Context: an optimization exercise on an open-source flow, tuned for small area. The choices shown serve that exercise and are no tape-out recipe.
Function was checked by simulation only, so behaviour that the tests miss may differ from the original.
Power figures rest on the tool's default switching activity, not on a simulated workload.

Design ysyx_23060336, start of the top module:
module ysyx_23060336(
  input         clock,
                reset,
                io_interrupt,
                io_master_awready,
  output        io_master_awvalid,
  output [31:0] io_master_awaddr,
  output [3:0]  io_master_awid,
  output [7:0]  io_master_awlen,
  output [2:0]  io_master_awsize,
  output [1:0]  io_master_awburst,
  input         io_master_wready,
  output        io_master_wvalid,
  output [31:0] io_master_wdata,
  output [3:0]  io_master_wstrb,
  output        io_master_wlast,
                io_master_bready,
  input         io_master_bvalid,
  input  [1:0]  io_master_bresp,
  input  [3:0]  io_master_bid,
  input         io_master_arready,
  output        io_master_arvalid,
  output [31:0] io_master_araddr,
  output [3:0]  io_master_arid,
  output [7:0]  io_master_arlen,
  output [2:0]  io_master_arsize,
  output [1:0]  io_master_arburst,
  output        io_master_rready,
  input         io_master_rvalid,
  input  [1:0]  io_master_rresp,
  input  [31:0] io_master_rdata,
  input         io_master_rlast,
  input  [3:0]  io_master_rid,
  output        io_slave_awready,
  input         io_slave_awvalid,
  input  [31:0] io_slave_awaddr,
  input  [3:0]  io_slave_awid,
  input  [7:0]  io_slave_awlen,
  input  [2:0]  io_slave_awsize,
  input  [1:0]  io_slave_awburst,
  output        io_slave_wready,
  input         io_slave_wvalid,
  input  [31:0] io_slave_wdata,
  input  [3:0]  io_slave_wstrb,
  input         io_slave_wlast,
                io_slave_bready,
  output        io_slave_bvalid,
  output [1:0]  io_slave_bresp,
  output [3:0]  io_slave_bid,
  output        io_slave_arready,
  input         io_slave_arvalid,
  input  [31:0] io_slave_araddr,
  input  [3:0]  io_slave_arid,
  input  [7:0]  io_slave_arlen,
  input  [2:0]  io_slave_arsize,
  input  [1:0]  io_slave_arburst,
  input         io_slave_rready,
  output        io_slave_rvalid,
  output [1:0]  io_slave_rresp,
  output [31:0] io_slave_rdata,
  output [3:0]  io_slave_rid,
  output        io_slave_rlast
);
Size in the first run: ~6500 cells after synthesis, ~2100 flip-flops, roughly 0.089 mm² of cells after synthesis.
==> flow/config.mk <==
export PLATFORM = sky130hd
export DESIGN_NAME = ysyx_23060336
export DESIGN_NICKNAME = ysyx_23060336
export VERILOG_FILES = /design/flow/design.v
export SDC_FILE = /design/flow/constraint.sdc
export NUM_CORES = 4
export LEC_CHECK = 0
export CAP_MARGIN = 5
export CORE_MARGIN = 2
export CORE_UTILIZATION = 40
export PLACE_DENSITY = 0.7
export SLEW_MARGIN = 5
==> flow/constraint.sdc <==
create_clock -name core_clock -period 25.0 [get_ports {clock}]
set_input_delay 5.0000 -clock core_clock [delete_from_list [all_inputs] [get_ports {clock}]]
set_output_delay 5.0000 -clock core_clock [all_outputs]
set_load 0.01 [all_outputs]
standard.sh (not shown) runs the stock make flow with config.mk's settings and CLKGATE_MAP_FILE= SYNTH_SCRIPT=/design/flow/synth_recipe.tcl, a recipe that flattens the netlist after the stock synthesis.
==> flow/flow/run.sh <==
#!/bin/bash
# Standard ORFS layout, except: synthesis maps the logic with an area-oriented
# abc script (flow/abc_area.script, via flow/mysynth.tcl), and CTS uses
# clkbuf_8 clock buffers, small clusters and no dummy loads.  Each step's
# output goes to a log file in this folder.
set -euo pipefail
W=$(pwd)
export MY_ABC_SCRIPT=$W/flow/abc_area.script
CTS="-sink_clustering_enable -repair_clock_nets -dont_use_dummy_load -buf_list sky130_fd_sc_hd__clkbuf_8 -root_buf sky130_fd_sc_hd__clkbuf_16 -sink_clustering_size 15 -sink_clustering_max_diameter 50"
M=(make -C "$FLOW_HOME" DESIGN_CONFIG=$W/config.mk WORK_HOME=$W/orfs CLKGATE_MAP_FILE= SYNTH_SCRIPT=$W/flow/mysynth.tcl)
"${M[@]}" synth > $W/synth.log 2>&1
CTS_ARGS="$CTS" "${M[@]}" CTS_ARGS="$CTS" finish > $W/layout.log 2>&1
R=$W/orfs/results/$FLOW_PLATFORM/ysyx_23060336/base
: # left out here: write the final layout as DEF
==> flow/flow/abc_area.script <==
strash
&get -n
&fraig -x
&put
scorr
dc2
dc2
strash
&get -n
&dch -f
&nf -R 1000 -p -F 8 -a -A 4
&put
==> flow/flow/mysynth.tcl <==
proc synth {args} { yosys synth -nofsm -noshare {*}$args }
# technology mapping with an area-oriented abc script and no delay target
proc abc {args} {
  set out {}
  set i 0
  while {$i < [llength $args]} {
    set a [lindex $args $i]
    if {$a eq "-script"} {
      lappend out -script $::env(MY_ABC_SCRIPT)
      incr i 2
    } elseif {$a eq "-D" || $a eq "-constr"} {
      incr i 2
    } else {
      lappend out $a
      incr i
    }
  }
  yosys abc {*}$out
}
source $::env(SCRIPTS_DIR)/synth.tcl
# left out here: clear keep_hierarchy, flatten, clean up, hide names made inside functions, write 1_2_yosys.v
Then changed:
==> flow/flow/abc_area.script (replaced) <==
strash
&get -n
&fraig -x
&put
scorr
dc2
dc2
strash
&get -n
&dch -f
&nf -R 1000 -p -F 8 -a -A 4 -C 32
&put
Settings changed: PLACE_DENSITY 0.7 to 0.8.
=> The new run finished with timing, DRC and antenna clean. Cell count falls by 2.3%. Area after synthesis stays flat. Design area falls by 0.66%. Worst hold slack is worse by 30 ps. Maximum frequency is about the same. Utilization falls by 0.21 points. Setup slack is worse by 23 ps. Total power rises by 2.7%. Wire length falls by 0.97%. Critical path depth rises by 3. Count of clock-buffer cells in the layout falls by 10.

==> static timing again, ports no longer ideal <==
How much do the figures lean on ideal ports? The routed layouts below were timed once more, with nothing changed but the port constraints.
Step 1 (the two cells are an assumption about what drives the block):
set clk [get_ports {clock}]
set_driving_cell -lib_cell sky130_fd_sc_hd__clkbuf_16 $clk
set_driving_cell -lib_cell sky130_fd_sc_hd__buf_2 [delete_from_list [all_inputs] $clk]
Step 2 also shifts input and output timing later by t, the mid clock arrival at the registers, as if the neighbouring blocks saw the same clock.
Slacks: ideal ports / drivers / drivers and shift; pairs: ideal ports / drivers.
run	shift t [ns]	setup slack, ns	hold WS [ns]	pins driven straight from the clock port
the first run	0.867	0.692 / 0.607 / 1.252	0.378 / 0.378 / 0.378	1
the second run	0.862	0.669 / 0.588 / 1.035	0.347 / 0.347 / 0.347	1
After both steps setup and hold are still met in every run listed.
